Background: an optimization exercise with open tools, aiming at small area, a short achievable clock period and few clock cycles per item. Do not read the settings as production practice.
RTL that was checked went through simulation tests only; none was proved equivalent to the original.
Function not checked in runs 1 to 4: the RTL went through the layout flow alone.
Power and IR drop assume default switching activity.

==> flow/design.v (outline; a module is shown in full before it is edited, if it fits) <==
// module perceptron_sigmoid: 8 lines
// module mlp_s1: 663 lines
// module mlp_s2: 147 lines
// module mlp_l2: 186 lines
// module mlp_neuron: 25 lines
// module mlp_fa: 10 lines
// module MLP_RTL_IP_v1_0: 173 lines
module MLP_RTL_IP_v1_0 (
    ACLK,
    ARESETN,
    S_AXIS_TREADY,
    S_AXIS_TDATA,
    S_AXIS_TLAST,
    S_AXIS_TVALID,
    M_AXIS_TVALID,
    M_AXIS_TDATA,
    M_AXIS_TLAST,
    M_AXIS_TREADY
);
  // ...
==> flow/perceptron_sigmoid.mem <==
0c
0c
0c
0c
0d
0d
0d
0e
0e
0e
0f
0f
0f
10
10
10
11
11
12
12
12
13
13
14
14
15
15
15
16
16
17
17
18
18
19
1a
1a
1b
1b
1c
1c
1d
1e
1e
1f
20
20
21
22
22
23
24
24
25
26
27
27
28
29
2a
2b
2c
2c
2d
2e
2f
30
31
32
33
34
35
36
37
38
39
3a
3b
3c
3d
3e
3f
40
42
43
44
45
46
48
49
4a
4b
4c
4e
4f
50
52
53
54
56
57
58
5a
5b
5c
5e
5f
61
62
63
65
66
68
69
6b
6c
6e
6f
71
72
74
75
77
78
7a
7b
7d
7e
80
81
82
84
85
87
88
8a
8b
8d
8e
90
91
93
94
96
97
99
9a
9c
9d
9e
a0
a1
a3
a4
a5
a7
a8
a9
ab
ac
ad
af
b0
b1
b3
b4
b5
b6
b7
b9
ba
bb
bc
bd
bf
c0
c1
c2
c3
c4
c5
c6
c7
c8
c9
ca
cb
cc
cd
ce
cf
d0
d1
d2
d3
d3
d4
d5
d6
d7
d8
d8
d9
da
db
db
dc
dd
dd
de
df
df
e0
e1
e1
e2
e3
e3
e4
e4
e5
e5
e6
e7
e7
e8
e8
e9
e9
ea
ea
ea
eb
eb
ec
ec
ed
ed
ed
ee
ee
ef
ef
ef
f0
f0
f0
f1
f1
f1
f2
f2
f2
f3
f3
f3
==> flow/run.sh <==
#!/bin/bash
# synth_recipe.tcl (not shown) runs the flow's synth.tcl, then flattens the netlist and writes it again
# the make line also repeats each setting of config.mk as NAME=value (left out here)
make -C /OpenROAD-flow-scripts/flow DESIGN_CONFIG=/design/flow/config.mk WORK_HOME=/design/flow/orfs CLKGATE_MAP_FILE= SYNTH_SCRIPT=/design/flow/synth_recipe.tcl finish
==> flow/config.mk <==
export PLATFORM = sky130hd
export DESIGN_NAME = MLP_RTL_IP_v1_0
export DESIGN_NICKNAME = MLP_RTL_IP_v1_0
export VERILOG_FILES = /design/flow/design.v
export SDC_FILE = /design/flow/constraint.sdc
export NUM_CORES = 4
export LEC_CHECK = 0
export CAP_MARGIN = 20
export CORE_MARGIN = 2
export CORE_UTILIZATION = 40
export SETUP_SLACK_MARGIN = 2.8
export SLEW_MARGIN = 20
export SYNTH_HIERARCHICAL = 1
export SYNTH_MINIMUM_KEEP_SIZE = 0
==> flow/constraint.sdc <==
create_clock -name core_clock -period 6.0 [get_ports {ACLK}]
set_input_delay 1.2000 -clock core_clock [delete_from_list [all_inputs] [get_ports {ACLK}]]
set_output_delay 1.2000 -clock core_clock [all_outputs]
set_load 0.01 [all_outputs]
==> out/metrics.yaml, run 1 <==
global_route:
  grt_max_degree: 61
  use_met2_pct: 30.4
  grt_pass1_vias: 22500
  met3_usage_pct: 4.57
  grt_usage_pct: 19.6
synth:
  synth_edf_count: 144
  synthSimpleGateAreaFrac_pct: 12.4
  synth.top_cells.by_count: "578 x fa_1, 560 x nor2_1, 375 x dfxtp_1"
sta:
  hold_slack_ns: 0.310
  slew_headroom_pct: 34.8
routing:
  wl_met2_um: 38900
  vias_per_cell: 5.28
  top_layer: "met5"
  firstDrtPassIters: 6
  ant_nets: 0
finish:
  seq_share_pct: 33.1
  multi_input_area_share_pct: 55.5
  final_util_pct: 41.9
  top_regs: "n1.r1 (64), n2.r1 (64), xr (32)"
  fill_cells: 7902
place:
  dp_cells: 3760
worst_hold_path:
  min_from: "rb1[15]"
  hp-class: "reg -> reg"
  holdPathStages: 0
clock_tree:
  numCtsBuffers: 54
worst_setup_path:
  r2r-start: "xp"
  cp.arrival_ns: 3.55
  critPathLaunch: "xp"
  regToRegSetupSlack_ns: 2.92
power:
  p_int_w: 0.0117
  p_clk_share_pct: 17.8
status:
  status: "finished clean"
==> inputs of run 2 (changes only) <==
--- a/flow/config.mk
+++ b/flow/config.mk
@@ -8,7 +8,7 @@
 export CAP_MARGIN = 20
 export CORE_MARGIN = 2
 export CORE_UTILIZATION = 40
-export SETUP_SLACK_MARGIN = 2.8
+export SETUP_SLACK_MARGIN = 3.2
 export SLEW_MARGIN = 20
 export SYNTH_HIERARCHICAL = 1
 export SYNTH_MINIMUM_KEEP_SIZE = 0
==> run 2 against run 1 <==
Against the previous run: still clean; setup slack improved by 0.25 ns; combinational power rose by 4%; sequential cell count did not move; hold slack improved by 0.012 ns; largest cell class unchanged; largest power group unchanged.
==> out/metrics.yaml, run 2 <==
status:
  status: "finished clean"  # unchanged
sta:
  slew_headroom_pct: 33.8  # was 34.8%
  fin_worst_skew_ns: 0.0289  # was 0.0381 ns
  fmax_mhz: 353  # was 325 MHz
  fin_crit_ns: 2.83  # was 3.08 ns
  layout_setup_ws_ns: 3.17  # was 2.92 ns
  setup_viol: 0  # unchanged
  hold_slack_ns: 0.321  # was 0.310 ns
  rsz0062_at_grt: "yes"  # was no
  fin_tns_setup_ns: 0  # unchanged
  worst_pin_slew_ns: 0.991  # was 0.977 ns
  slew_violations: 0  # unchanged
  hold_viol_final: 0  # unchanged
  fin_crit_sh_pct: 47.2  # was 51.3%
routing:
  vias: 21000  # was 20.4k
  drtIter0Drc: 2044  # was 1735
  wl_um: 89200  # was 86400 µm
  firstDrtPassIters: 7  # was 6
  vias_per_cell: 5.29  # was 5.28
  ant_nets: 0  # unchanged
  wl_per_cell_um: 22.5  # was 22.4 µm
  drc: 0  # unchanged
power:
  power_density_mw_per_mm2: 519  # was 539 mW/mm²
  p_int_w: 0.0119  # was 0.0117 W
  p_clk_share_pct: 17.1  # was 17.8%
  power.leakage_nw: 15.9  # was 15.2 nW
  ir_drop_mv: 0.289  # was 0.288 mV
  switching_share_pct: 38.9  # was 39.4%
  power.switching_w: 0.00761  # was 0.00762 W
  comb_power_share_pct: 51.4  # was 50.3%
  power.share.sequential_pct: 31.5  # was 31.9%
worst_setup_path:
  startpoint_type: "register"  # unchanged
  critPathLaunch: "xr[10]"  # was xp
  critPathRequiredTime_ns: 6.46  # was 6.47 ns
  regToRegSetupSlack_ns: 3.17  # was 2.92 ns
  worstRegToRegCells: 6  # unchanged
  critPathKind: "reg -> reg"  # unchanged
  critPathMaxStageDelay_ns: 0.58  # was 0.54 ns
  cp_common_cell: "fa_1"  # unchanged
  rr_endpoint: "n1.r1[13]"  # unchanged
  path_delay_family: "adder cells"  # unchanged
  cp.arrival_ns: 3.29  # was 3.55 ns
  crit_path_end_kind: "register"  # unchanged
  cp.buffers_inverters: 1  # unchanged
  worstPathMaxFanout: 7  # was 18
  slowest_stage: "fa_1"  # unchanged
  path_cells: "clkbuf_8 -> nor2_1 -> fa_1 -> fa_2 -> fa_1 -> fa_1"  # was inv_1 -> and2_1 -> fa_1 -> fa_1 -> fa_1 -> fa_1
  r2r-start: "xr[10]"  # was xp
finish:
  instances_no_fill: 3970  # was 3862
  final_cell_mix: "541 x nor2_1, 541 x fa_1, 284 x dfxtp_1, 144 x edfxtp_1, 107 x and2_1"  # was 578 x fa_1, 560 x nor2_1, 340 x dfxtp_1, 144 x edfxtp_1, 111 x and2_1
  final_cell_area_mm2: 0.0377  # was 0.0359 mm²
  drive_above_1_share_pct: 17.9  # was 9.46%
  layout.area.seq_mm2: 0.0121  # was 0.0119 mm²
  syn2layout_area_growth_pct: 8.64  # was 3.41%
  fill_cells: 7757  # was 7902
  final_net_count: 3483  # was 3376
  multi_input_area_mm2: 0.0203  # was 0.0199 mm²
  top_regs: "n1.r1 (64), n2.r1 (64), xr (32)"  # unchanged
global_route:
  antenna_found_initial: 4  # was 5
  grt_pass1_wl_um: 134000  # was 135000 µm
  grt_max_degree: 63  # was 61
  overflow: 0  # unchanged
  grt_pass1_vias: 22400  # was 22.5k
  grt_usage_pct: 19.8  # was 19.6%
place:
  port-buffer-count: 46  # unchanged
  dp_cells: 3759  # was 3760
  placed_cell_area_mm2: 0.0340  # was 0.0339 mm²
  pre_cts_ws_ns: 2.32  # was 2.12 ns
  gp_congestion: 0.906  # was 0.927
  hpwl_um: 65100  # was 66300 µm
clock_tree:
  clk_pin_slew_worst_paths_ns: 0.07  # was 0.06 ns
  cts.sinks: 519  # unchanged
  cts_tree: "yes"  # unchanged
  cts_root_buffer: "clkbuf_16"  # unchanged
  h-tree-depth: 2  # unchanged
  cts_buffer_depth: 3  # unchanged
  numCtsBuffers: 51  # was 54
  insertion_delay_ns: 0.61  # was 0.64 ns
synth:
  ys_types: 78  # unchanged
  synth.area.top_cells: "fa_1 33%, dfxtp_1 22%, edfxtp_1 12%"  # unchanged
  synth_seq_cells: 519  # unchanged
  yosysWarnings: 9  # unchanged
  ys.flop_type: "dfxtp_1"  # unchanged
  syn_inst: 2985  # unchanged
  synth_top_area_cell: "fa_1"  # unchanged
  synth.top_cells.by_count: "578 x fa_1, 560 x nor2_1, 375 x dfxtp_1"  # unchanged
  syn-cell-area_mm2: 0.0347  # unchanged
  synth.most_common_cell: "fa_1"  # unchanged
  syn_area_per_cell_um2: 11.6  # unchanged
  ys_seq_area_share_pct: 34.1  # unchanged
  async_flop_share_pct: 0  # unchanged
  synth_top_cell_area_share_pct: 33.4  # unchanged
  synth_edf_count: 144  # unchanged
die:
  coreArea_mm2: 0.0855  # unchanged
  die_area_mm2: 0.0891  # unchanged
  rows: 107  # unchanged
  num_io_pins: 72  # unchanged
  die_x_um: 298  # unchanged
  start_util_pct: 40.5  # unchanged
  dieHeight_um: 298  # unchanged
worst_hold_path:
  min_from: "rb2[5]"  # was rb1[15]
  hp-class: "reg -> reg"  # unchanged
  holdPathStages: 0  # unchanged
  holdPathEnd: "ra2[5]"  # was ra1[15]
job:
  maxCapViolations: 0  # unchanged
==> run 2: cell counts after synthesis <==
Identical to the previous run, type by type.
==> run 2: per-layer routing <==
| metal | track usage [%] | up-vias | routed length (µm) |
|---|---|---|---|
| met5 | 0 | - | 23 |
| met4 | 6.76 | 4 | 3790 |
| met3 | 4.58 | 246 | 8780 |
| met2 | 31.2 | 1125 | 40400 |
| met1 | 26.9 | 10700 | 36300 |
| li1 | - | 8920 | - |
==> run 2: final cells by class <==
| type | instances | area share (%) |
|---|---|---|
| Multi-Input combinational cell | 1975 | 53.8 |
| Sequential cell | 519 | 32.0 |
| Timing Repair Buffer | 167 | 4.95 |
| Clock buffer | 67 | 3.90 |
| Tap cell | 1144 | 3.80 |
| Clock inverter | 29 | 0.800 |
| Inverter | 65 | 0.664 |
| Timing Repair inverter | 1 | 0.0199 |
| Antenna cell | 3 | 0.0199 |
==> run 2: repair_timing <==
action	CTS	global route
pin swaps	15	28
buffers inserted	63	48
endpoints found under the setup margin	191	89
gates resized for setup	154	100
cloned	1	0
hold buffers	0	0
hold endpoints to repair	0	0
==> run 2: worst max-delay path by stage <==
stage | cells after the start | endpoint | slack (ns)
after global routing | 7 | n1.r1[18] | 3.13
after CTS | 5 | lc[8] | 3.10
after detailed placement | 12 | fc[2] | 2.32
final | 6 | n1.r1[13] | 3.17
after floorplan | 11 | fc[2] | 2.96
after global placement | 11 | fc[2] | 2.32
==> run 2: through the flow <==
step | total power (W) | util (%)
2_1_floorplan | 0.0173 | -
3_3_place_gp | 0.0155 | 39.7
3_5_place_dp | 0.0159 | 39.7
4_1_cts | 0.0195 | 43.1
5_1_grt | 0.0213 | 44.0
6_report | 0.0196 | 44.0
==> run 2: power groups by stage <==
stage | Clock [W] | Combinational, W | Sequential, W
5_1_grt | 0.00355 | 0.0115 | 0.00623
4_1_cts | 0.00342 | 0.00991 | 0.00613
2_1_floorplan | 0 | 0.0117 | 0.00561
3_5_place_dp | 0 | 0.00969 | 0.00621
6_report | 0.00335 | 0.0101 | 0.00616
3_3_place_gp | 0 | 0.00933 | 0.00618
==> run 2: per-module statistics from Yosys, one instance, submodules excluded <==
module,cell area (µm²),cells inside,flops+latches
mlp_neuron,2550,140,96
mlp_l2,741,104,0
MLP_RTL_IP_v1_0,11400,911,327
mlp_s2,415,45,0
mlp_fa,20.0,1,0
mlp_s1,1790,385,0
perceptron_sigmoid,1830,268,0
==> run 2: logic make-up (layout without fill, tap and decap cells) <==
logic type,Yosys count,count (layout),share of synthesized area [%]
buf+inv,514,329,8.85
flops,519,519,34.1
xor+xnor,38,38,1.20
fa+ha+maj,666,666,36.5
mux,51,51,1.90
compound gates,261,261,4.99
other cells,1,27,0.0108
simple gates,935,935,12.4
==> inputs of run 3 (changes only) <==
--- a/flow/config.mk
+++ b/flow/config.mk
@@ -8,7 +8,7 @@
 export CAP_MARGIN = 20
 export CORE_MARGIN = 2
 export CORE_UTILIZATION = 40
-export SETUP_SLACK_MARGIN = 3.2
+export SETUP_SLACK_MARGIN = 3.6
 export SLEW_MARGIN = 20
 export SYNTH_HIERARCHICAL = 1
 export SYNTH_MINIMUM_KEEP_SIZE = 0
==> run 3 against run 2 <==
Against the previous run: still clean; first-iteration DRC count is 17% lower; critical path depth stayed put; register-to-register slack better by 0.04 ns; clock skew is 0.026 ns higher; cell area is 13% higher; sequential share of layout area is 3.3 points lower; synthesized cell count stayed put; count of clock-buffer cells in the layout is 6 higher; critical endpoint is now n2.r1[49]; highest routed layer unchanged.
==> out/metrics.yaml, run 3 <==
status:
  status: "finished clean"  # unchanged
synth:
  synth_xor_xnor_area_share_pct: 1.20  # unchanged
  ys.flop_type: "dfxtp_1"  # unchanged
  synth.top_cells.by_count: "578 x fa_1, 560 x nor2_1, 375 x dfxtp_1"  # unchanged
  synthMuxAreaShare_pct: 1.90  # unchanged
  ys_seq_area_share_pct: 34.1  # unchanged
  synth_top_area_cell: "fa_1"  # unchanged
  ys_types: 78  # unchanged
  yosysWarnings: 9  # unchanged
  async_flop_share_pct: 0  # unchanged
  synthSimpleGateAreaFrac_pct: 12.4  # unchanged
  synth_seq_cells: 519  # unchanged
  synth.area.top_cells: "fa_1 33%, dfxtp_1 22%, edfxtp_1 12%"  # unchanged
  syn_inst: 2985  # unchanged
  synth_top_family_by_area: "adder cells"  # unchanged
  synth.most_common_cell: "fa_1"  # unchanged
  synth_top_cell_area_share_pct: 33.4  # unchanged
  synth-compound-area-share_pct: 4.99  # unchanged
  syn_area_per_cell_um2: 11.6  # unchanged
  synth_edf_count: 144  # unchanged
  synthAdderAreaFrac_pct: 36.5  # unchanged
  syn-cell-area_mm2: 0.0347  # unchanged
die:
  rows: 107  # unchanged
  die_x_um: 298  # unchanged
  coreArea_mm2: 0.0855  # unchanged
  num_io_pins: 72  # unchanged
  start_util_pct: 40.5  # unchanged
  die_area_mm2: 0.0891  # unchanged
  dieHeight_um: 298  # unchanged
sta:
  worst_pin_slew_ns: 1.04  # was 0.991 ns
  fin_worst_skew_ns: 0.0546  # was 0.0289 ns
  slew_violations: 0  # unchanged
  fin_crit_ns: 2.79  # was 2.83 ns
  fin_crit_sh_pct: 46.5  # was 47.2%
  setup_viol: 0  # unchanged
  layout_setup_ws_ns: 3.21  # was 3.17 ns
  fin_tns_setup_ns: 0  # unchanged
  slew_headroom_pct: 30.9  # was 33.8%
  hold_viol_final: 0  # unchanged
  fmax_mhz: 359  # was 353 MHz
  rsz0062_at_grt: "yes"  # unchanged
worst_setup_path:
  critPathKind: "reg -> reg"  # unchanged
  worstPathMaxFanout: 3  # was 7
  regToRegSetupSlack_ns: 3.21  # was 3.17 ns
  rr_endpoint: "n2.r1[49]"  # was n1.r1[13]
  critPathLaunch: "a23[5]"  # was xr[10]
  startpoint_type: "register"  # unchanged
  crit_path_end_kind: "register"  # unchanged
  cp.arrival_ns: 3.35  # was 3.29 ns
  critPathRequiredTime_ns: 6.56  # was 6.46 ns
  crit_end: "n2.r1[49]"  # was n1.r1[13]
  r2r-start: "a23[5]"  # was xr[10]
  worstRegToRegCells: 6  # unchanged
job:
  maxCapViolations: 0  # unchanged
finish:
  final_cell_area_mm2: 0.0425  # was 0.0377 mm²
  final_cell_mix: "388 x fa_2, 263 x dfxtp_1, 258 x nor2_1, 190 x fa_1, 158 x nor2_4"  # was 541 x nor2_1, 541 x fa_1, 284 x dfxtp_1, 144 x edfxtp_1, 107 x and2_1
  final_net_count: 3618  # was 3483
  top_regs: "n1.r1 (64), n2.r1 (64), xr (32)"  # unchanged
  final_common_cell: "fa_2"
  drive_above_1_share_pct: 46.0  # was 17.9%
  final_util_pct: 49.6  # was 44.0%
  syn2layout_area_growth_pct: 22.4  # was 8.64%
place:
  hpwl_um: 63800  # was 65100 µm
  gp_congestion: 0.893  # was 0.906
  port-buffer-count: 46  # unchanged
  placed_cell_area_mm2: 0.0361  # was 0.0340 mm²
  pre_cts_ws_ns: 2.25  # was 2.32 ns
clock_tree:
  clk_pin_slew_worst_paths_ns: 0.06  # was 0.07 ns
  numCtsBuffers: 55  # was 51
  insertion_delay_ns: 0.63  # was 0.61 ns
  cts_buffer_depth: 3  # unchanged
  cts_tree: "yes"  # unchanged
  cts_root_buffer: "clkbuf_16"  # unchanged
  h-tree-depth: 2  # unchanged
  cts.sinks: 519  # unchanged
power:
  power.switching_w: 0.00823  # was 0.00761 W
  ir_drop_mv: 0.295  # was 0.289 mV
  power.share.sequential_pct: 30.4  # was 31.5%
  p_total_w: 0.0211  # was 0.0196 W
  switching_share_pct: 38.9  # about the same
  comb_power_share_pct: 53.9  # was 51.4%
  power.leakage_nw: 16.5  # was 15.9 nW
  power_density_mw_per_mm2: 498  # was 519 mW/mm²
  p_int_w: 0.0129  # was 0.0119 W
  p_clk_share_pct: 15.7  # was 17.1%
global_route:
  grt_max_degree: 66  # was 63
  grt_pass1_wl_um: 143000  # was 134000 µm
  grt_usage_pct: 21.0  # was 19.8%
  overflow: 0  # unchanged
  grt_pass1_vias: 23800  # was 22.4k
  antenna_found_initial: 14  # was 4
routing:
  drtIter0Drc: 1705  # was 2044
  wl_per_cell_um: 22.8  # was 22.5 µm
  ant_nets: 0  # unchanged
  wl_um: 93900  # was 89200 µm
  vias_per_cell: 5.28  # was 5.29
  drc: 0  # unchanged
  firstDrtPassIters: 7  # unchanged
  vias: 21700  # was 21.0k
worst_hold_path:
  hp-class: "reg -> reg"  # unchanged
run 3: cell type report:
class                   instances  area (µm²)
multi-input cells            1975       23100
clock inverters                31         239
fillers                      7156       43100
diodes                          3        7.51
repair buffers                299        3650
clock buffers                  73        1530
flip-flops and latches        519       12200
well taps                    1144        1430
inverters                      65         272
run 3: what timing repair did:
item	4_1_cts	5_1_grt
gates cloned	4	2
pin swaps	174	136
buffers inserted	192	42
endpoints found under the setup margin	249	211
hold buffers	0	0
endpoints found under the hold margin	0	0
gates resized for setup	452	173
run 3: per-stage QoR:
step                hold WS, ns  std cells
floorplan                 0.310       3008
global placement          0.311       3762
detailed placement        0.312       3762
CTS                       0.322       4062
global route              0.329       4106
finish                    0.323       4109
run 3: kinds of logic after synthesis:
group	count (synthesis)
fa+ha+maj	666
compound gates	261
other cells	1
mux	51
simple gates	935
buf+inv	514
xor+xnor	38
flops	519
run 3: power by group through the flow:
stage               Clock [W]  Combinational, W  Sequential (W)
global placement            0            0.0101         0.00641
floorplan                   0            0.0132         0.00565
detailed placement          0            0.0105         0.00643
finish                0.00331            0.0114         0.00641
global route          0.00354            0.0131         0.00649
CTS                   0.00339            0.0114         0.00636
run 3: Yosys stat by module (local to each module, per instance):
module / cells / times used / flops+latches
perceptron_sigmoid: 268 / 1 / 0
mlp_s1: 385 / 2 / 0
mlp_l2: 104 / 1 / 0
MLP_RTL_IP_v1_0: 911 / 1 / 327
mlp_neuron: 140 / 2 / 96
mlp_fa: 1 / 562 / 0
mlp_s2: 45 / 2 / 0
run 3: how the worst min path moves through the flow:
stage                     startpoint  endpoint  depth (start not counted)
after floorplan              rb1[12]   ra1[12]                          0
after global placement        rb1[7]    ra1[7]                          0
after detailed placement     rb2[18]   ra2[18]                          0
after CTS                     rb1[5]    ra1[5]                          0
after global routing          rb1[5]    ra1[5]                          0
final                         rb1[5]    ra1[5]                          0
run 3: critical path: stages (launching register included):
cell      delay (ns)
edfxtp_1        0.49
buf_6           0.18
nor2_4          0.10
fa_2            0.45
fa_2            0.55
fa_2            0.44
fa_2            0.53
run 3: layer usage:
| metal | vias to the layer above | routed length, µm | global-route usage [%] |
|---|---|---|---|
| met3 | 205 | 7780 | 4.26 |
| met4 | 8 | 3970 | 8.10 |
| met1 | 11300 | 39100 | 29.2 |
| met5 | - | 56 | 0 |
| li1 | 9231 | - | - |
| met2 | 984 | 43000 | 32.4 |
==> inputs of run 4 (changes only) <==
--- a/flow/config.mk
+++ b/flow/config.mk
@@ -8,7 +8,7 @@
 export CAP_MARGIN = 20
 export CORE_MARGIN = 2
 export CORE_UTILIZATION = 40
-export SETUP_SLACK_MARGIN = 3.6
+export SETUP_SLACK_MARGIN = 3.4
 export SLEW_MARGIN = 20
 export SYNTH_HIERARCHICAL = 1
 export SYNTH_MINIMUM_KEEP_SIZE = 0
==> run 4 against run 3 <==
Against the previous run: critical path depth increased by 1; clock skew grew 0.017 ns; setup slack lost 0.037 ns; core utilization is 1.1 points lower; via count up 0.12%; total power fell by 0.63%; cell area decreased by 2.3%; first-iteration DRC count is 24% higher.
==> out/metrics.yaml, run 4 <==
finish:
  top_regs: "n1.r1 (64), n2.r1 (64), xr (32)"  # unchanged
  multi_input_area_mm2: 0.0220  # was 0.0231 mm²
  syn2layout_area_growth_pct: 19.6  # was 22.4%
  final_cell_mix: "344 x nor2_1, 297 x fa_1, 281 x fa_2, 265 x dfxtp_1"  # was 388 x fa_2, 263 x dfxtp_1, 258 x nor2_1, 190 x fa_1, 158 x nor2_4
  final_common_cell: "nor2_1"  # was fa_2
  fill_cells: 7244  # was 7156
  drive_above_1_share_pct: 38.4  # was 46.0%
  final_util_pct: 48.5  # was 49.6%
  final_net_count: 3611  # was 3618
  layout.area.seq_mm2: 0.0122  # about the same
place:
  port-buffer-count: 46  # unchanged
  hpwl_um: 62900  # was 63800 µm
  gp_congestion: 0.874  # was 0.893
global_route:
  grt_max_degree: 66  # unchanged
  met3_usage_pct: 5.98  # was 4.26%
  grt_pass1_vias: 23700  # was 23.8k
  grt_pass1_wl_um: 143000  # about the same
  grt_usage_pct: 21.1  # was 21.0%
  use_met2_pct: 32.0  # was 32.4%
  grt_busiest_layer: "met2"  # unchanged
  overflow: 0  # unchanged
  gr-usage-met1_pct: 28.7  # was 29.2%
  antenna_found_initial: 1  # was 14
sta:
  fin_crit_sh_pct: 47.1  # was 46.5%
  setup_viol: 0  # unchanged
  fmax_mhz: 354  # was 359 MHz
  worst_pin_slew_ns: 1.05  # was 1.04 ns
  fin_crit_ns: 2.83  # was 2.79 ns
  fin_tns_setup_ns: 0  # unchanged
  rsz0062_at_grt: "yes"  # unchanged
  hold_viol_final: 0  # unchanged
  slew_violations: 0  # unchanged
  fin_worst_skew_ns: 0.0711  # was 0.0546 ns
  slew_headroom_pct: 29.4  # was 30.9%
clock_tree:
  numCtsBuffers: 55  # unchanged
  cts_root_buffer: "clkbuf_16"  # unchanged
  cts_buffer_depth: 3  # unchanged
  clk_pin_slew_worst_paths_ns: 0.06  # about the same
  insertion_delay_ns: 0.65  # was 0.63 ns
  h-tree-depth: 2  # unchanged
  cts.sinks: 519  # unchanged
  cts_hold_buffers: 0  # unchanged
  cts_tree: "yes"  # unchanged
worst_setup_path:
  crit_path_end_kind: "register"  # unchanged
  r2r-start: "xp"  # was a23[5]
  critPathRequiredTime_ns: 6.53  # was 6.56 ns
  worstPathMaxFanout: 7  # was 3
  cp.arrival_ns: 3.36  # was 3.35 ns
  startpoint_type: "register"  # unchanged
  worstRegToRegCells: 7  # was 6
  critPathLaunch: "xp"  # was a23[5]
  critPathKind: "reg -> reg"  # unchanged
synth:
  synth_top_area_cell: "fa_1"  # unchanged
  synth_seq_cells: 519  # unchanged
  syn_inst: 2985  # unchanged
  synth.most_common_cell: "fa_1"  # unchanged
  synth.top_cells.by_count: "578 x fa_1, 560 x nor2_1, 375 x dfxtp_1"  # unchanged
  syn-cell-area_mm2: 0.0347  # unchanged
  synth.area.top_cells: "fa_1 33%, dfxtp_1 22%, edfxtp_1 12%"  # unchanged
  ys_seq_area_share_pct: 34.1  # unchanged
  ys_types: 78  # unchanged
  syn_area_per_cell_um2: 11.6  # unchanged
  async_flop_share_pct: 0  # unchanged
  yosysWarnings: 9  # unchanged
  ys.flop_type: "dfxtp_1"  # unchanged
  synth_top_cell_area_share_pct: 33.4  # unchanged
  synth_edf_count: 144  # unchanged
worst_hold_path:
  holdPathStages: 0  # unchanged
  min_from: "rb1[7]"  # was rb1[5]
  hp-class: "reg -> reg"  # unchanged
routing:
  drc: 0  # unchanged
  vias: 21700  # about the same
  firstDrtPassIters: 6  # was 7
  wl_um: 95200  # was 93900 µm
  wl_per_cell_um: 23.2  # was 22.8 µm
  drtIter0Drc: 2121  # was 1705
  vias_per_cell: 5.30  # was 5.28
  ant_nets: 0  # unchanged
die:
  rows: 107  # unchanged
  dieHeight_um: 298  # unchanged
  coreArea_mm2: 0.0855  # unchanged
  die_x_um: 298  # unchanged
  start_util_pct: 40.5  # unchanged
  num_io_pins: 72  # unchanged
  die_area_mm2: 0.0891  # unchanged
status:
  status: "finished clean"  # unchanged
power:
  ir_drop_mv: 0.277  # was 0.295 mV
  power_density_mw_per_mm2: 506  # was 498 mW/mm²
  power.leakage_nw: 16.6  # was 16.5 nW
job:
  maxCapViolations: 0  # unchanged
run 4: cell counts after synthesis:
Identical to the previous run, type by type.
run 4: area by class of cell:
class / instances / area share, %
antenna: 1 / 0.00603
clock buffer: 69 / 3.57
clock inverter: 35 / 1.29
inverter: 65 / 0.627
multi-input combinational: 1975 / 53.0
sequential: 519 / 29.3
tap: 1144 / 3.45
timing repair buffer: 292 / 8.71
run 4: what timing repair did:
item,CTS,global route
setup endpoints to repair,234,161
resized for setup,449,271
gates cloned,3,4
setup buffers,192,38
pin swaps,141,168
run 4: metal layers:
layer | vias up | routed length (µm)
met5 | - | 0
met4 | 0 | 4340
met3 | 212 | 9940
met2 | 1097 | 42600
met1 | 11200 | 38300
li1 | 9205 | -
run 4: path summary, 6_finish.rpt:
check         endpoint  slack [ns]
max          n1.r1[13]        3.17
min             ra1[7]        0.31
max reg2reg  n1.r1[13]        3.17
min reg2reg     ra1[7]        0.31
run 4: cell families (layout without fill, tap and decap cells):
| group | count (synthesis) | in the layout | synth area share (%) |
|---|---|---|---|
| xor gates and xnor gates | 38 | 38 | 1.20 |
| DFF | 519 | 519 | 34.1 |
| adders and majority gates | 666 | 666 | 36.5 |
| and+or+nand+nor | 935 | 935 | 12.4 |
| buffers and inverters | 514 | 461 | 8.85 |
| other | 1 | 25 | 0.0108 |
| AOI/OAI and AO/OA | 261 | 261 | 4.99 |
| muxes | 51 | 51 | 1.90 |
run 4: Yosys stat by module, one instance, submodules excluded:
module | flip-flops and latches | copies in the design | cell area, µm² | cells inside
mlp_neuron | 96 | 2 | 2550 | 140
mlp_s1 | 0 | 2 | 1790 | 385
mlp_l2 | 0 | 1 | 741 | 104
perceptron_sigmoid | 0 | 1 | 1830 | 268
mlp_s2 | 0 | 2 | 415 | 45
mlp_fa | 0 | 562 | 20.0 | 1
MLP_RTL_IP_v1_0 | 327 | 1 | 11400 | 911
run 4: metrics by stage:
stage	cells	total power [W]	setup WS, ns	cell area, µm²	hold WS [ns]
floorplan	3008	0.0178	2.97	36200	0.310
global placement	3758	0.0157	2.33	34700	0.310
detailed placement	3758	0.0161	2.32	34700	0.312
CTS	4057	0.0208	3.19	40200	0.310
global route	4099	0.0229	3.13	41500	0.317
finish	4100	0.0210	3.17	41500	0.315
run 4: where the power goes:
part / internal [W] / switching, W
Sequential: 0.00527 / 0.00104
Combinational: 0.00546 / 0.00548
Clock: 0.00225 / 0.00150
Total: 0.0130 / 0.00802
run 4: critical path, stage by stage, from the launching register on:
cell        delay, ns
dfxtp_4          0.38
clkinvlp_4       0.12
buf_12           0.16
and2_4           0.14
fa_2             0.36
fa_2             0.55
fa_2             0.45
fa_2             0.53
==> module mlp_neuron, before the edit <==
module mlp_neuron (
    input         clk,
    input  [31:0] xn,      
    input  [31:0] wn,      
    input  [7:0]  bias,
    input         ph0,     
    input         v1,      
    input         p1,      
    output reg [15:0] as,
    output reg [15:0] ac
);
    reg  [63:0] r1;
    wire [63:0] r1_d;
    wire [15:0] ys, yc;
    wire [8:0]  brow = {bias[7], ~bias[7], bias[6:0]} & {9{ph0}};
    mlp_s1 s1 (.xn(xn), .wn(wn), .bias(brow), .r(r1_d));
    mlp_s2 s2 (.r(r1), .as(as & {16{p1}}), .ac(ac & {16{p1}}), .ys(ys), .yc(yc));
    always @(posedge clk) begin
        r1 <= r1_d;
        if (v1) begin
            as <= ys;
            ac <= yc;
        end
    end
endmodule
==> module MLP_RTL_IP_v1_0, before the edit <==
module MLP_RTL_IP_v1_0 (
    ACLK,
    ARESETN,
    S_AXIS_TREADY,
    S_AXIS_TDATA,
    S_AXIS_TLAST,
    S_AXIS_TVALID,
    M_AXIS_TVALID,
    M_AXIS_TDATA,
    M_AXIS_TLAST,
    M_AXIS_TREADY
);
    input         ACLK;
    input         ARESETN;
    output        S_AXIS_TREADY;
    input  [31:0] S_AXIS_TDATA;
    input         S_AXIS_TLAST;
    input         S_AXIS_TVALID;
    output        M_AXIS_TVALID;
    output [31:0] M_AXIS_TDATA;
    output        M_AXIS_TLAST;
    input         M_AXIS_TREADY;
    reg       par;       
    reg       run;       
    reg [2:0] wcnt;      
    reg       word1;     
    reg [2:0] cnt;       
    reg       ov;        
    wire take = ov & M_AXIS_TREADY;
    reg  rdy;            
    assign S_AXIS_TREADY = rdy;
    wire acc_in = S_AXIS_TVALID & rdy;
    wire [31:0] dn = ~S_AXIS_TDATA;
    wire       par_n   = ~par;
    wire       run_n   = run | (acc_in & ~run & wcnt == 3'd4);
    wire [2:0] wcnt_n  = wcnt + {2'd0, acc_in & ~run};
    wire       word1_n = word1 ^ (acc_in & run);
    wire [2:0] cnt_n   = cnt + {2'd0, acc_in & run & word1} - {2'd0, take};
    reg        rdy_n;
    always @(*) begin
        if (!run_n) begin
            case (wcnt_n)
                3'd1, 3'd3: rdy_n = par_n;
                default:    rdy_n = ~par_n;
            endcase
        end else if (word1_n) begin
            rdy_n = ~par_n & (cnt_n < 3'd5);
        end else begin
            rdy_n = par_n;
        end
    end
    wire ldw = ~run & rdy;
    reg [23:0] ra1, rb1, ra2, rb2;    
    reg [7:0]  a13, a23;              
    reg [7:0]  b1, b2, b3;
    reg [7:0]  rac, rbc;              
    always @(posedge ACLK) begin
        ra1 <= rb1;
        rb1 <= (ldw & (wcnt == 3'd0 | wcnt == 3'd1)) ? dn[31:8] : ra1;
        ra2 <= rb2;
        rb2 <= (ldw & (wcnt == 3'd2 | wcnt == 3'd3)) ? dn[31:8] : ra2;
        if (ldw & wcnt == 3'd4) begin
            rac <= S_AXIS_TDATA[15:8];
            rbc <= S_AXIS_TDATA[23:16];
        end else begin
            rac <= rbc;
            rbc <= rac;
        end
        if (ldw & wcnt == 3'd0) b1  <= S_AXIS_TDATA[7:0];
        if (ldw & wcnt == 3'd1) a13 <= dn[7:0];
        if (ldw & wcnt == 3'd2) b2  <= S_AXIS_TDATA[7:0];
        if (ldw & wcnt == 3'd3) a23 <= dn[7:0];
        if (ldw & wcnt == 3'd4) b3  <= S_AXIS_TDATA[7:0];
    end
    reg [31:0] xr;
    reg        xv, xp;
    always @(posedge ACLK) begin
        xr[23:0]  <= dn[23:0];
        xr[31:24] <= dn[31:24] | {8{~par}};    
    end
    reg v1, p1, vs, vc;
    wire [15:0] as1, ac1, as2, ac2;
    mlp_neuron n1 (.clk(ACLK), .xn(xr), .wn({a13, ra1}), .bias(b1), .ph0(~xp),
                   .v1(v1), .p1(p1), .as(as1), .ac(ac1));
    mlp_neuron n2 (.clk(ACLK), .xn(xr), .wn({a23, ra2}), .bias(b2), .ph0(~xp),
                   .v1(v1), .p1(p1), .as(as2), .ac(ac2));
    wire [15:0] s1 = as1 + ac1;
    wire [15:0] s2 = as2 + ac2;
    reg  [7:0] sa, sb;   
    reg  [7:0] h;
    reg        vh1, vh2, vq;
    wire [7:0] g;
    always @(posedge ACLK) begin
        sa <= vs ? s1[15:8] : sb;
        sb <= s2[15:8];
    end
    perceptron_sigmoid sig (.idx(sa), .val(g));
    always @(posedge ACLK) h <= g;
    reg  [15:0] ls, lc, pc;
    wire [15:0] ls_d, lc_d;
    wire [15:0] b3row = {7'd0, b3[7], ~b3[7], b3[6:0]};
    mlp_l2 l2u (.h(h), .c(rac), .base(vh2 ? ls : b3row), .ys(ls_d), .yc(lc_d));
    always @(posedge ACLK) begin
        ls <= ls_d;
        lc <= lc_d;
        pc <= lc;
    end
    wire [15:0] l2sum = ls + lc + pc;
    reg  [7:0] yo;
    reg  [7:0] q0, q1, q2, q3;
    reg  [3:0] wp, rp;   
    reg  [2:0] fc;       
    wire [7:0] y    = l2sum[15:8];
    wire       push = vq;
    wire       adv  = take | ~ov;               
    wire       pop  = adv & (fc != 3'd0);
    wire       qwr  = push & ~(adv & fc == 3'd0);
    wire [7:0] qh   = ({8{rp[0]}} & q0) | ({8{rp[1]}} & q1) |
                      ({8{rp[2]}} & q2) | ({8{rp[3]}} & q3);
    always @(posedge ACLK) begin
        if (qwr & wp[0]) q0 <= y;
        if (qwr & wp[1]) q1 <= y;
        if (qwr & wp[2]) q2 <= y;
        if (qwr & wp[3]) q3 <= y;
        if (adv) yo <= (fc != 3'd0) ? qh : y;
    end
    assign M_AXIS_TVALID = ov;
    assign M_AXIS_TLAST  = ov;
    assign M_AXIS_TDATA  = {24'd0, yo};
    always @(posedge ACLK) begin
        if (!ARESETN) begin
            par   <= 1'b0;
            run   <= 1'b0;
            wcnt  <= 3'd0;
            word1 <= 1'b0;
            cnt   <= 3'd0;
            rdy   <= 1'b1;
            ov    <= 1'b0;
            xv    <= 1'b0;
            xp    <= 1'b0;
            v1    <= 1'b0;
            p1    <= 1'b0;
            vs    <= 1'b0;
            vc    <= 1'b0;
            vh1   <= 1'b0;
            vh2   <= 1'b0;
            vq    <= 1'b0;
            wp    <= 4'b0001;
            rp    <= 4'b0001;
            fc    <= 3'd0;
        end else begin
            par   <= par_n;
            run   <= run_n;
            wcnt  <= wcnt_n;
            word1 <= word1_n;
            cnt   <= cnt_n;
            rdy   <= rdy_n;
            xv  <= acc_in & run;
            xp  <= word1;
            v1  <= xv;
            p1  <= xp;
            vs  <= v1 & p1;
            vc  <= vs;
            vh1 <= vc;
            vh2 <= vh1;
            vq  <= vh2;
            if (qwr) wp <= {wp[2:0], wp[3]};
            if (pop) rp <= {rp[2:0], rp[3]};
            fc <= fc + {2'd0, qwr} - {2'd0, pop};
            if (adv) ov <= push | (fc != 3'd0);
        end
    end
endmodule
==> inputs of run 5 (changes only) <==
--- a/flow/design.v
+++ b/flow/design.v
@@ -1008,8 +1008,7 @@
     input  [31:0] wn,      
     input  [7:0]  bias,
     input         ph0,     
-    input         v1,      
-    input         p1,      
+    input         keep,    
     output reg [15:0] as,
     output reg [15:0] ac
 );
@@ -1018,13 +1017,11 @@
     wire [15:0] ys, yc;
     wire [8:0]  brow = {bias[7], ~bias[7], bias[6:0]} & {9{ph0}};
     mlp_s1 s1 (.xn(xn), .wn(wn), .bias(brow), .r(r1_d));
-    mlp_s2 s2 (.r(r1), .as(as & {16{p1}}), .ac(ac & {16{p1}}), .ys(ys), .yc(yc));
+    mlp_s2 s2 (.r(r1), .as(as & {16{keep}}), .ac(ac & {16{keep}}), .ys(ys), .yc(yc));
     always @(posedge clk) begin
         r1 <= r1_d;
-        if (v1) begin
-            as <= ys;
-            ac <= yc;
-        end
+        as <= ys;
+        ac <= yc;
     end
 endmodule
 module mlp_fa (
@@ -1075,19 +1072,29 @@
     wire [2:0] wcnt_n  = wcnt + {2'd0, acc_in & ~run};
     wire       word1_n = word1 ^ (acc_in & run);
     wire [2:0] cnt_n   = cnt + {2'd0, acc_in & run & word1} - {2'd0, take};
-    reg        rdy_n;
-    always @(*) begin
-        if (!run_n) begin
-            case (wcnt_n)
-                3'd1, 3'd3: rdy_n = par_n;
-                default:    rdy_n = ~par_n;
-            endcase
-        end else if (word1_n) begin
-            rdy_n = ~par_n & (cnt_n < 3'd5);
-        end else begin
-            rdy_n = par_n;
+    function rdy_of;
+        input       run_x;
+        input [2:0] wcnt_x;
+        input       word1_x;
+        input [2:0] cnt_x;
+        begin
+            if (!run_x)
+                rdy_of = (wcnt_x == 3'd1 || wcnt_x == 3'd3) ? par_n : ~par_n;
+            else if (word1_x)
+                rdy_of = ~par_n & (cnt_x < 3'd5);
+            else
+                rdy_of = par_n;
         end
-    end
+    endfunction
+    wire       run_a   = run | (wcnt == 3'd4);
+    wire [2:0] wcnt_a  = wcnt + {2'd0, ~run};
+    wire       word1_a = word1 ^ run;
+    wire [2:0] cnt_a   = cnt + {2'd0, run & word1};
+    wire r00 = rdy_of(run,   wcnt,   word1,   cnt);
+    wire r01 = rdy_of(run,   wcnt,   word1,   cnt - 3'd1);
+    wire r10 = rdy_of(run_a, wcnt_a, word1_a, cnt_a);
+    wire r11 = rdy_of(run_a, wcnt_a, word1_a, cnt_a - 3'd1);
+    wire rdy_n = acc_in ? (take ? r11 : r10) : (take ? r01 : r00);
     wire ldw = ~run & rdy;
     reg [23:0] ra1, rb1, ra2, rb2;    
     reg [7:0]  a13, a23;              
@@ -1114,15 +1121,15 @@
     reg [31:0] xr;
     reg        xv, xp;
     always @(posedge ACLK) begin
-        xr[23:0]  <= dn[23:0];
-        xr[31:24] <= dn[31:24] | {8{~par}};    
+        xr[23:0]  <= dn[23:0]  | {24{~(acc_in & run)}};
+        xr[31:24] <= dn[31:24] | {8{~(acc_in & run & par)}};
     end
-    reg v1, p1, vs, vc;
+    reg v1, p1, k1, vs, vc;
     wire [15:0] as1, ac1, as2, ac2;
-    mlp_neuron n1 (.clk(ACLK), .xn(xr), .wn({a13, ra1}), .bias(b1), .ph0(~xp),
-                   .v1(v1), .p1(p1), .as(as1), .ac(ac1));
-    mlp_neuron n2 (.clk(ACLK), .xn(xr), .wn({a23, ra2}), .bias(b2), .ph0(~xp),
-                   .v1(v1), .p1(p1), .as(as2), .ac(ac2));
+    mlp_neuron n1 (.clk(ACLK), .xn(xr), .wn({a13, ra1}), .bias(b1), .ph0(xv & ~xp),
+                   .keep(k1), .as(as1), .ac(ac1));
+    mlp_neuron n2 (.clk(ACLK), .xn(xr), .wn({a23, ra2}), .bias(b2), .ph0(xv & ~xp),
+                   .keep(k1), .as(as2), .ac(ac2));
     wire [15:0] s1 = as1 + ac1;
     wire [15:0] s2 = as2 + ac2;
     reg  [7:0] sa, sb;   
@@ -1179,6 +1186,7 @@
             xp    <= 1'b0;
             v1    <= 1'b0;
             p1    <= 1'b0;
+            k1    <= 1'b0;
             vs    <= 1'b0;
             vc    <= 1'b0;
             vh1   <= 1'b0;
@@ -1198,6 +1206,7 @@
             xp  <= word1;
             v1  <= xv;
             p1  <= xp;
+            k1  <= xp | ~xv;
             vs  <= v1 & p1;
             vc  <= vs;
             vh1 <= vc;
--- a/flow/config.mk
+++ b/flow/config.mk
@@ -7,8 +7,8 @@
 export LEC_CHECK = 0
 export CAP_MARGIN = 20
 export CORE_MARGIN = 2
-export CORE_UTILIZATION = 40
-export SETUP_SLACK_MARGIN = 3.4
+export CORE_UTILIZATION = 60
+export SETUP_SLACK_MARGIN = 3.2
 export SLEW_MARGIN = 20
 export SYNTH_HIERARCHICAL = 1
 export SYNTH_MINIMUM_KEEP_SIZE = 0
==> run 5 against run 4 <==
Against the previous run: die area shrank 34%; count of clock-buffer cells in the layout grew 6; critical endpoint unchanged; highest routed layer is now met5; still clean; sequential share of layout area grew 1.6 points; critical path type unchanged; via count shrank 3.2%; area after synthesis shrank 1.7%; register-to-register slack lost 0.08 ns; maximum frequency shrank 2.7%; wire length shrank 6.9%.
==> out/metrics.yaml, run 5 <==
die:
  rows: 87  # was 107
  dieHeight_um: 242  # was 298 µm
  die_area_mm2: 0.0587  # was 0.0891 mm²
  num_io_pins: 72  # unchanged
  start_util_pct: 60.6  # was 40.5%
  coreArea_mm2: 0.0563  # was 0.0855 mm²
  die_x_um: 242  # was 298 µm
sta:
  slew_violations: 0  # unchanged
  setup_viol: 0  # unchanged
  fin_crit_ns: 2.90  # was 2.83 ns
  hold_viol_final: 0  # unchanged
  fin_tns_setup_ns: 0  # unchanged
  hold_slack_ns: 0.316  # was 0.315 ns
  fmax_mhz: 344  # was 354 MHz
  fin_crit_sh_pct: 48.4  # was 47.1%
  rsz0062_at_grt: "yes"  # unchanged
  slew_headroom_pct: 42.9  # was 29.4%
  fin_worst_skew_ns: 0.0462  # was 0.0711 ns
  worst_pin_slew_ns: 0.855  # was 1.05 ns
routing:
  wl_um: 88600  # was 95200 µm
  vias: 21000  # was 21.7k
  vias_per_cell: 5.77  # was 5.30
  drc: 0  # unchanged
  wl_per_cell_um: 24.3  # was 23.2 µm
  drtIter0Drc: 1748  # was 2121
  firstDrtPassIters: 7  # was 6
  ant_nets: 0  # unchanged
synth:
  async_flop_share_pct: 0  # unchanged
  synth.area.top_cells: "fa_1 34%, dfxtp_1 26%, edfxtp_1 7.0%"  # was fa_1 33%, dfxtp_1 22%, edfxtp_1 12%
  synth.most_common_cell: "fa_1"  # unchanged
  ys_seq_area_share_pct: 32.9  # was 34.1%
  yosysWarnings: 9  # unchanged
  synth_seq_cells: 520  # was 519
  synth.top_cells.by_count: "578 x fa_1, 564 x nor2_1, 440 x dfxtp_1"  # was 578 x fa_1, 560 x nor2_1, 375 x dfxtp_1
  ys_types: 78  # unchanged
  syn_area_per_cell_um2: 11.2  # was 11.6 µm²
  syn_inst: 3032  # was 2985
  syn-cell-area_mm2: 0.0341  # was 0.0347 mm²
  synth_top_cell_area_share_pct: 34.0  # was 33.4%
  synth_edf_count: 80  # was 144
  synth_top_area_cell: "fa_1"  # unchanged
  ys.flop_type: "dfxtp_1"  # unchanged
worst_setup_path:
  startpoint_type: "register"  # unchanged
  worstRegToRegCells: 8  # was 7
  crit_path_end_kind: "register"  # unchanged
  critPathKind: "reg -> reg"  # unchanged
  cp.arrival_ns: 3.39  # was 3.36 ns
  critPathRequiredTime_ns: 6.48  # was 6.53 ns
  worstPathMaxFanout: 4  # was 7
  regToRegSetupSlack_ns: 3.10  # was 3.17 ns
global_route:
  grt_usage_pct: 30.0  # was 21.1%
  grt_pass1_vias: 22500  # was 23.7k
  overflow: 0  # unchanged
  grt_pass1_wl_um: 132000  # was 143000 µm
  grt_max_degree: 70  # was 66
  antenna_found_initial: 6  # was 1
power:
  p_clk_share_pct: 32.2  # was 17.9%
  power.leakage_nw: 17.7  # was 16.6 nW
  p_int_w: 0.00762  # was 0.0130 W
  comb_power_share_pct: 22.6  # was 52.1%
  power.share.sequential_pct: 45.2  # was 30.0%
  power.switching_w: 0.00353  # was 0.00802 W
  ir_drop_mv: 0.331  # was 0.277 mV
  power_density_mw_per_mm2: 301  # was 506 mW/mm²
  switching_share_pct: 31.7  # was 38.2%
finish:
  final_common_cell: "fa_1"  # was nor2_1
  top_regs: "n1.r1 (64), n2.r1 (64), xr (32)"  # unchanged
  final_net_count: 3553  # was 3611
  syn2layout_area_growth_pct: 8.86  # was 19.6%
  final_cell_area_mm2: 0.0371  # was 0.0415 mm²
  instances_no_fill: 3643  # was 4100
  final_cell_mix: "530 x fa_1, 529 x nor2_1, 350 x dfxtp_1, 163 x nand2_1, 109 x and2_1"  # was 344 x nor2_1, 297 x fa_1, 281 x fa_2, 265 x dfxtp_1
  drive_above_1_share_pct: 18.7  # was 38.4%
  antennaDiodeCount: 0  # was 1
  fill_cells: 4296  # was 7244
clock_tree:
  cts.sinks: 520  # was 519
  cts_root_buffer: "clkbuf_16"  # unchanged
  h-tree-depth: 2  # unchanged
  cts_tree: "yes"  # unchanged
  cts_hold_buffers: 0  # unchanged
  numCtsBuffers: 54  # was 55
  cts_buffer_depth: 3  # unchanged
  insertion_delay_ns: 0.64  # was 0.65 ns
  clk_pin_slew_worst_paths_ns: 0.06  # about the same
place:
  gp_congestion: 0.942  # was 0.874
  dp_cells: 3421  # was 3758
  hpwl_um: 63000  # was 62900 µm
  port-buffer-count: 46  # unchanged
  placed_cell_area_mm2: 0.0329  # was 0.0347 mm²
worst_hold_path:
  hp-class: "reg -> reg"  # unchanged
  holdPathStages: 0  # unchanged
status:
  status: "finished clean"  # unchanged
job:
  maxCapViolations: 0  # unchanged
run 5: power groups by stage:
stage / combinational, W / clock, W / sequential [W]
after floorplan: 0.00186 / 0 / 0.00448
after global placement: 0.00180 / 0 / 0.00500
after detailed placement: 0.00186 / 0 / 0.00502
after CTS: 0.00204 / 0.00365 / 0.00495
after global routing: 0.00280 / 0.00381 / 0.00507
final: 0.00252 / 0.00359 / 0.00504
run 5: logic make-up after synthesis:
family	Yosys count	synth area share, %
AO/OA/AOI/OAI	268	5.08
buffers and inverters	487	8.76
multiplexers	25	0.859
XOR/XNOR	47	1.46
flip-flops	520	32.9
other	1	0.0110
AND/OR/NAND/NOR	1009	13.4
adder cells (fa/ha/maj)	675	37.5
run 5: cell type report:
type                       count  area, µm²  share of cell area, %
multi-input combinational   2049      20500                   55.3
sequential                   520      11500                   30.9
timing repair buffer         174       2020                   5.45
clock buffer                  75       1600                   4.32
tap                          756        946                   2.55
clock inverter                27        362                  0.975
inverter                      41        159                  0.428
timing repair inverter         1       5.00                 0.0135
run 5: worst paths after layout:
check,to,start
max reg2reg,n1.r1[13],xv
max,n1.r1[13],xv
min,ra1[18],rb1[18]
min reg2reg,ra1[18],rb1[18]
run 5: what timing repair did:
| item | in CTS | in global routing |
|---|---|---|
| gates resized for setup | 147 | 151 |
| endpoints found under the setup margin | 176 | 103 |
| cloned | 1 | 1 |
| setup buffers | 44 | 74 |
| pin swaps | 11 | 64 |
run 5: per-module statistics from Yosys (local to each module, per instance):
module / times used / cells / flip-flops and latches / cell area [µm²]
MLP_RTL_IP_v1_0: 1 / 945 / 328 / 11500
mlp_s1: 2 / 385 / 0 / 1790
mlp_s2: 2 / 45 / 0 / 415
mlp_fa: 562 / 1 / 0 / 20.0
mlp_l2: 1 / 104 / 0 / 741
mlp_neuron: 2 / 140 / 96 / 2230
perceptron_sigmoid: 1 / 281 / 0 / 1760
run 5: stage by stage:
stage                     setup slack (ns)  utilization (%)  power (W)
final                                 3.10             65.9     0.0111
after global routing                  3.00             65.9     0.0117
after CTS                             3.12             63.3     0.0106
after detailed placement              2.04             58.4    0.00688
after global placement                2.07             58.4    0.00680
after floorplan                       3.07                -    0.00635
run 5: metal layers:
layer | track usage, % | vias up | part of all wire [%]
li1 | - | 8981 | -
met3 | 5.94 | 313 | 9.0
met1 | 39.2 | 10700 | 38
met2 | 48.5 | 1055 | 47
met4 | 13.8 | 4 | 6.0
met5 | 0 | - | 0.030
run 5: critical path: stages, from the launching register on:
cell,delay (ns)
dfxtp_2,0.32
nor2b_4,0.27
buf_6,0.14
buf_6,0.10
and2_4,0.14
fa_2,0.43
fa_2,0.37
fa_1,0.54
fa_1,0.44
Testbench counts of run 5, summed over its fixed seeds: cycles 2,152, items 1,024.
==> inputs of run 6 (changes only) <==
--- a/flow/config.mk
+++ b/flow/config.mk
@@ -7,7 +7,8 @@
 export LEC_CHECK = 0
 export CAP_MARGIN = 20
 export CORE_MARGIN = 2
-export CORE_UTILIZATION = 60
+export CORE_UTILIZATION = 40
+export CTS_BUF_LIST = sky130_fd_sc_hd__clkbuf_4 sky130_fd_sc_hd__clkbuf_8
 export SETUP_SLACK_MARGIN = 3.2
 export SLEW_MARGIN = 20
 export SYNTH_HIERARCHICAL = 1
==> run 6 against run 5 <==
Against the previous run: critical path depth is 2 higher; sequential share of layout area hardly changed; cell area is 0.63% lower; highest routed layer unchanged; critical endpoint is now yo[6].
==> out/metrics.yaml, run 6 <==
worst_setup_path:
  critPathLaunch: "ls[2]"  # was xv
  critPathRequiredTime_ns: 6.46  # was 6.48 ns
  rr_endpoint: "yo[6]"  # was n1.r1[13]
  worstPathMaxFanout: 5  # was 4
  crit_path_end_kind: "register"  # unchanged
  regToRegSetupSlack_ns: 3.08  # was 3.10 ns
  startpoint_type: "register"  # unchanged
  cp.arrival_ns: 3.38  # was 3.39 ns
  r2r-start: "ls[2]"  # was xv
  critPathKind: "reg -> reg"  # unchanged
  worstRegToRegCells: 10  # was 8
finish:
  layout.area.seq_mm2: 0.0114  # was 0.0115 mm²
  instances_no_fill: 4057  # was 3643
  final_cell_mix: "552 x fa_1, 550 x nor2_1, 350 x dfxtp_1, 163 x nand2_1, 110 x clkbuf_8"  # was 530 x fa_1, 529 x nor2_1, 350 x dfxtp_1, 163 x nand2_1, 109 x and2_1
  drive_above_1_share_pct: 17.8  # was 18.7%
  final_util_pct: 43.5  # was 65.9%
  multi_input_area_mm2: 0.0203  # was 0.0205 mm²
  final_cell_area_mm2: 0.0369  # was 0.0371 mm²
  top_regs: "n1.r1 (64), n2.r1 (64), xr (32)"  # unchanged
  fill_cells: 7806  # was 4296
  final_net_count: 3549  # was 3553
  final_common_cell: "fa_1"  # unchanged
  syn2layout_area_growth_pct: 8.17  # was 8.86%
sta:
  fin_worst_skew_ns: 0.0583  # was 0.0462 ns
  fin_crit_sh_pct: 48.7  # was 48.4%
  worst_pin_slew_ns: 1.15  # was 0.855 ns
  rsz0062_at_grt: "yes"  # unchanged
  fmax_mhz: 342  # was 344 MHz
  slew_violations: 0  # unchanged
  hold_viol_final: 0  # unchanged
  fin_crit_ns: 2.92  # was 2.90 ns
  setup_viol: 0  # unchanged
  slew_headroom_pct: 23.1  # was 42.9%
  fin_tns_setup_ns: 0  # unchanged
die:
  coreArea_mm2: 0.0847  # was 0.0563 mm²
  start_util_pct: 40.2  # was 60.6%
  num_io_pins: 72  # unchanged
  rows: 107  # was 87
  die_x_um: 296  # was 242 µm
  dieHeight_um: 296  # was 242 µm
  die_area_mm2: 0.0876  # was 0.0587 mm²
worst_hold_path:
  hp-class: "reg -> reg"  # unchanged
  holdPathEnd: "ra2[19]"  # was ra1[18]
  min_from: "rb2[19]"  # was rb1[18]
  holdPathStages: 0  # unchanged
clock_tree:
  cts.sinks: 520  # unchanged
  h-tree-depth: 3  # was 2
  cts_root_buffer: "clkbuf_8"  # was clkbuf_16
  cts_tree: "yes"  # unchanged
  numCtsBuffers: 88  # was 54
  insertion_delay_ns: 0.71  # was 0.64 ns
  clk_pin_slew_worst_paths_ns: 0.07  # was 0.06 ns
  cts_buffer_depth: 3  # unchanged
  cts_hold_buffers: 0  # unchanged
power:
  p_total_w: 0.0109  # was 0.0111 W
  ir_drop_mv: 0.401  # was 0.331 mV
  power_density_mw_per_mm2: 295  # was 301 mW/mm²
  power.leakage_nw: 17.5  # was 17.7 nW
place:
  placed_cell_area_mm2: 0.0334  # was 0.0329 mm²
  gp_congestion: 0.899  # was 0.942
  hpwl_um: 59700  # was 63000 µm
  dp_cells: 3808  # was 3421
  port-buffer-count: 46  # unchanged
synth:
  synth.most_common_cell: "fa_1"  # unchanged
  ys_seq_area_share_pct: 32.9  # unchanged
  syn_area_per_cell_um2: 11.2  # unchanged
  yosysWarnings: 9  # unchanged
  syn-cell-area_mm2: 0.0341  # unchanged
  synth.top_cells.by_count: "578 x fa_1, 564 x nor2_1, 440 x dfxtp_1"  # unchanged
  syn_inst: 3032  # unchanged
  synth_top_area_cell: "fa_1"  # unchanged
  synth_edf_count: 80  # unchanged
  synth.area.top_cells: "fa_1 34%, dfxtp_1 26%, edfxtp_1 7.0%"  # unchanged
  synth_top_cell_area_share_pct: 34.0  # unchanged
  ys_types: 78  # unchanged
  synth_seq_cells: 520  # unchanged
  async_flop_share_pct: 0  # unchanged
  ys.flop_type: "dfxtp_1"  # unchanged
global_route:
  grt_usage_pct: 19.4  # was 30.0%
  overflow: 0  # unchanged
  grt_pass1_vias: 21500  # was 22.5k
  antenna_found_initial: 4  # was 6
  grt_pass1_wl_um: 128000  # was 132000 µm
  grt_max_degree: 70  # unchanged
job:
  maxCapViolations: 0  # unchanged
routing:
  drc: 0  # unchanged
  ant_nets: 0  # unchanged
  wl_um: 83100  # was 88600 µm
  vias_per_cell: 5.00  # was 5.77
  vias: 20300  # was 21.0k
  firstDrtPassIters: 5  # was 7
  drtIter0Drc: 1614  # was 1748
  wl_per_cell_um: 20.5  # was 24.3 µm
status:
  status: "finished clean"  # unchanged
==> run 6: critical path, stage by stage (launching register included) <==
cell and delay, ns:
dfxtp_2 0.33, fa_1 0.54, ha_2 0.27, nand2b_1 0.09
a211oi_2 0.11, o31ai_4 0.32, buf_4 0.17, a21oi_2 0.06
or3_4 0.44, xor2_4 0.20, o21a_1 0.20
==> run 6: final cells by class <==
type / instances / area share [%]
Clock buffer: 125 / 4.38
Antenna cell: 2 / 0.0136
Timing Repair Buffer: 137 / 3.99
Inverter: 41 / 0.431
Timing Repair inverter: 1 / 0.0136
Clock inverter: 39 / 1.20
Sequential cell: 520 / 31.0
Multi-Input combinational cell: 2048 / 55.1
Tap cell: 1144 / 3.88
==> run 6: per-module statistics from Yosys, one instance, submodules excluded <==
module	cells	times used	cell area (µm²)	flip-flops and latches
mlp_neuron	140	2	2230	96
mlp_s2	45	2	415	0
mlp_l2	104	1	741	0
mlp_fa	1	562	20.0	0
mlp_s1	385	2	1790	0
perceptron_sigmoid	281	1	1760	0
MLP_RTL_IP_v1_0	945	1	11500	328
==> run 6: cells by family (layout without fill, tap and decap cells) <==
| kind of cell | count (synthesis) | after routing | share of synthesized area, % |
|---|---|---|---|
| buf+inv | 487 | 343 | 8.76 |
| xor+xnor | 47 | 47 | 1.46 |
| other cells | 1 | 26 | 0.0110 |
| fa+ha+maj | 675 | 675 | 37.5 |
| flops | 520 | 520 | 32.9 |
| mux | 25 | 25 | 0.859 |
| compound gates | 268 | 268 | 5.08 |
| simple gates | 1009 | 1009 | 13.4 |
==> run 6: layer usage <==
metal	GRT usage (%)	share of wire, %	wire length [µm]	vias up
met5	0	0.052	43	-
met3	4.83	9.2	7670	171
li1	-	-	-	8991
met1	26.3	42	34500	10300
met4	7.53	4.3	3550	6
met2	30.1	45	37300	847
==> run 6: worst max-delay path by stage <==
stage	to	slack, ns	depth (start not counted)
5_1_grt	yo[6]	3.02	10
3_3_place_gp	cnt[2]	2.23	13
4_1_cts	yo[6]	3.02	10
2_1_floorplan	cnt[2]	3.07	12
3_5_place_dp	cnt[2]	2.20	13
6_report	yo[6]	3.08	10
==> run 6: power by group <==
group          switching [W]  internal, W  total (W)
registers           0.000695      0.00424    0.00494
clock network        0.00156      0.00208    0.00363
logic                0.00131      0.00102    0.00232
total                0.00356      0.00734     0.0109
==> run 6: timing repair <==
| item | CTS | global route |
|---|---|---|
| pin swaps | 11 | 18 |
| endpoints found under the setup margin | 173 | 93 |
| cloned | 1 | 1 |
| gates resized for setup | 147 | 78 |
| buffers inserted | 22 | 59 |
| hold endpoints to repair | 0 | 0 |
==> run 6: stage by stage <==
stage	hold slack (ns)	setup slack, ns
finish	0.319	3.08
global route	0.328	3.02
CTS	0.312	3.02
detailed placement	0.312	2.20
global placement	0.310	2.23
floorplan	0.310	3.07
==> inputs of run 7 (changes only) <==
--- a/flow/config.mk
+++ b/flow/config.mk
@@ -8,7 +8,6 @@
 export CAP_MARGIN = 20
 export CORE_MARGIN = 2
 export CORE_UTILIZATION = 40
-export CTS_BUF_LIST = sky130_fd_sc_hd__clkbuf_4 sky130_fd_sc_hd__clkbuf_8
 export SETUP_SLACK_MARGIN = 3.2
 export SLEW_MARGIN = 20
 export SYNTH_HIERARCHICAL = 1
==> run 7 against run 6 <==
Against the previous run: count of clock-buffer cells in the layout shrank 52; largest power group unchanged; total power grew 3.5%; sequential share of layout area shrank 0.050 points; global-route usage shrank 0.18 points; critical path depth shrank 1; clock skew shrank 0.015 ns; area after synthesis is the same; final cell count shrank 1.6%; clock power grew 6.9%.
==> out/metrics.yaml, run 7 <==
power:
  power_density_mw_per_mm2: 306  # was 295 mW/mm²
  power.leakage_nw: 17.5  # about the same
  ir_drop_mv: 0.393  # was 0.401 mV
synth:
  synth.area.top_cells: "fa_1 34%, dfxtp_1 26%, edfxtp_1 7.0%"  # unchanged
  synth_edf_count: 80  # unchanged
  async_flop_share_pct: 0  # unchanged
  syn_inst: 3032  # unchanged
  synthSimpleGateAreaFrac_pct: 13.4  # unchanged
  synthAdderAreaFrac_pct: 37.5  # unchanged
  ys_seq_area_share_pct: 32.9  # unchanged
  yosysWarnings: 9  # unchanged
  synthMuxAreaShare_pct: 0.859  # unchanged
  synth_top_family_by_area: "adder cells"  # unchanged
  synth-compound-area-share_pct: 5.08  # unchanged
  synth_xor_xnor_area_share_pct: 1.46  # unchanged
  synth.top_cells.by_count: "578 x fa_1, 564 x nor2_1, 440 x dfxtp_1"  # unchanged
  syn_area_per_cell_um2: 11.2  # unchanged
  synth_seq_cells: 520  # unchanged
  synth_top_area_cell: "fa_1"  # unchanged
worst_setup_path:
  cp.arrival_ns: 3.24  # was 3.38 ns
  startpoint_type: "register"  # unchanged
  worstPathMaxFanout: 5  # unchanged
  critPathKind: "reg -> reg"  # unchanged
  critPathRequiredTime_ns: 6.37  # was 6.46 ns
clock_tree:
  insertion_delay_ns: 0.64  # was 0.71 ns
  cts_tree: "yes"  # unchanged
  cts_root_buffer: "clkbuf_16"  # was clkbuf_8
  cts_buffer_depth: 3  # unchanged
  cts_hold_buffers: 0  # unchanged
  h-tree-depth: 2  # was 3
  clk_pin_slew_worst_paths_ns: 0.06  # was 0.07 ns
  cts.sinks: 520  # unchanged
job:
  maxCapViolations: 0  # unchanged
routing:
  drc: 0  # unchanged
  drtIter0Drc: 1795  # was 1614
  vias: 20100  # was 20.3k
  vias_per_cell: 5.05  # was 5.00
  wl_per_cell_um: 20.7  # was 20.5 µm
  wl_um: 82500  # was 83100 µm
sta:
  fin_worst_skew_ns: 0.0433  # was 0.0583 ns
  hold_viol_final: 0  # unchanged
  fin_crit_sh_pct: 47.8  # was 48.7%
  layout_setup_ws_ns: 3.13  # was 3.08 ns
  setup_viol: 0  # unchanged
  fin_crit_ns: 2.87  # was 2.92 ns
  worst_pin_slew_ns: 1.12  # was 1.15 ns
  fmax_mhz: 349  # was 342 MHz
  rsz0062_at_grt: "yes"  # unchanged
  fin_tns_setup_ns: 0  # unchanged
  slew_headroom_pct: 25.3  # was 23.1%
place:
  pre_cts_ws_ns: 2.20  # unchanged
  hpwl_um: 59700  # unchanged
  port-buffer-count: 46  # unchanged
  gp_congestion: 0.899  # unchanged
  placed_cell_area_mm2: 0.0334  # unchanged
global_route:
  grt_pass1_vias: 21300  # was 21.5k
  antenna_found_initial: 4  # unchanged
  grt_usage_pct: 19.3  # was 19.4%
  overflow: 0  # unchanged
  grt_max_degree: 70  # unchanged
  grt_pass1_wl_um: 127000  # was 128000 µm
finish:
  final_common_cell: "fa_1"  # unchanged
  final_cell_mix: "559 x fa_1, 553 x nor2_1, 355 x dfxtp_1, 163 x nand2_1, 109 x and2_1"  # was 552 x fa_1, 550 x nor2_1, 350 x dfxtp_1, 163 x nand2_1, 110 x clkbuf_8
  antennaDiodeCount: 0  # was 2
  final_cell_area_mm2: 0.0369  # about the same
  final_net_count: 3513  # was 3549
die:
  die_x_um: 296  # unchanged
  coreArea_mm2: 0.0847  # unchanged
  dieHeight_um: 296  # unchanged
  rows: 107  # unchanged
status:
  status: "finished clean"  # unchanged
[run 7: cell count changes in the layout (fill, tap and decap cells not counted), moves of 10 or more]
cell / previous run / this run
dlygate4sd2_1: 11 / 1
clkdlybuf4s50_1: 34 / 44
clkbuf_4: 17 / 1
clkinv_2: 20 / 10
clkbuf_8: 110 / 7
clkbuf_16: 0 / 62
[run 7: worst max-delay path, stage by stage, from the launching register on]
cell and delay, ns:
dfxtp_1 0.33, fa_1 0.54, ha_2 0.26, nand2b_1 0.09, a211oi_2 0.11, o31ai_4 0.34
a21oi_2 0.11, or3_4 0.45, xor2_4 0.19, o21a_1 0.20
[run 7: worst paths after layout]
kind / startpoint / to / cells past startpoint / slack, ns
max: ls[2] / yo[6] / 9 / 3.13
min: rb1[9] / ra1[9] / 0 / 0.30
max reg2reg: ls[2] / yo[6] / 9 / 3.13
min reg2reg: rb1[9] / ra1[9] / 0 / 0.30
[run 7: kinds of logic (layout without fill, tap and decap cells)]
family	after synthesis	in the layout
XOR/XNOR	47	47
multiplexers	25	25
AO/OA/AOI/OAI	268	268
flip-flops	520	520
other	1	24
buffers and inverters	487	280
AND/OR/NAND/NOR	1009	1009
adder cells (fa/ha/maj)	675	675
[run 7: modules after synthesis (local to each module, per instance)]
| module | area (µm²) | times used | flip-flops and latches | cells |
|---|---|---|---|---|
| MLP_RTL_IP_v1_0 | 11500 | 1 | 328 | 945 |
| mlp_neuron | 2230 | 2 | 96 | 140 |
| mlp_s1 | 1790 | 2 | 0 | 385 |
| perceptron_sigmoid | 1760 | 1 | 0 | 281 |
| mlp_l2 | 741 | 1 | 0 | 104 |
| mlp_s2 | 415 | 2 | 0 | 45 |
| mlp_fa | 20.0 | 562 | 0 | 1 |
[run 7: what timing repair did]
item | 4_1_cts | 5_1_grt
setup endpoints to repair | 163 | 95
cloned | 1 | 1
pin swaps | 15 | 25
resized for setup | 139 | 59
setup buffers | 24 | 53
[run 7: metrics by stage]
stage               util, %  cells
floorplan                 -   3055
global placement       39.4   3808
detailed placement     39.4   3808
CTS                    42.6   3938
global route           43.6   3992
finish                 43.6   3992
[run 7: routing by layer]
metal,global-route usage (%),routed length [µm]
met2,29.4,36800
met1,26.5,34400
met5,0,41
met3,4.08,7300
met4,8.21,3930
[run 7: area by class of cell]
class	instances	area, µm²
fill	7783	47800
multi-input combinational	2048	20300
sequential	520	11400
clock buffer	73	1660
timing repair buffer	133	1470
tap	1144	1430
clock inverter	32	472
inverter	41	159
timing repair inverter	1	5.00
[run 7: power breakdown]
group,leakage [nW],switching [W],internal (W)
Clock,1.04,0.00151,0.00237
Sequential,4.36,0.000696,0.00424
Combinational,12.1,0.00134,0.00112

Re-timed with assumed drivers on the ports (clkbuf_16 on the clock, buf_2 on other inputs), run 7 has 3.133 ns of setup slack against 3.133 ns with ideal ports, and 2.647 ns once port delays also move by the mid clock arrival of 0.689 ns.
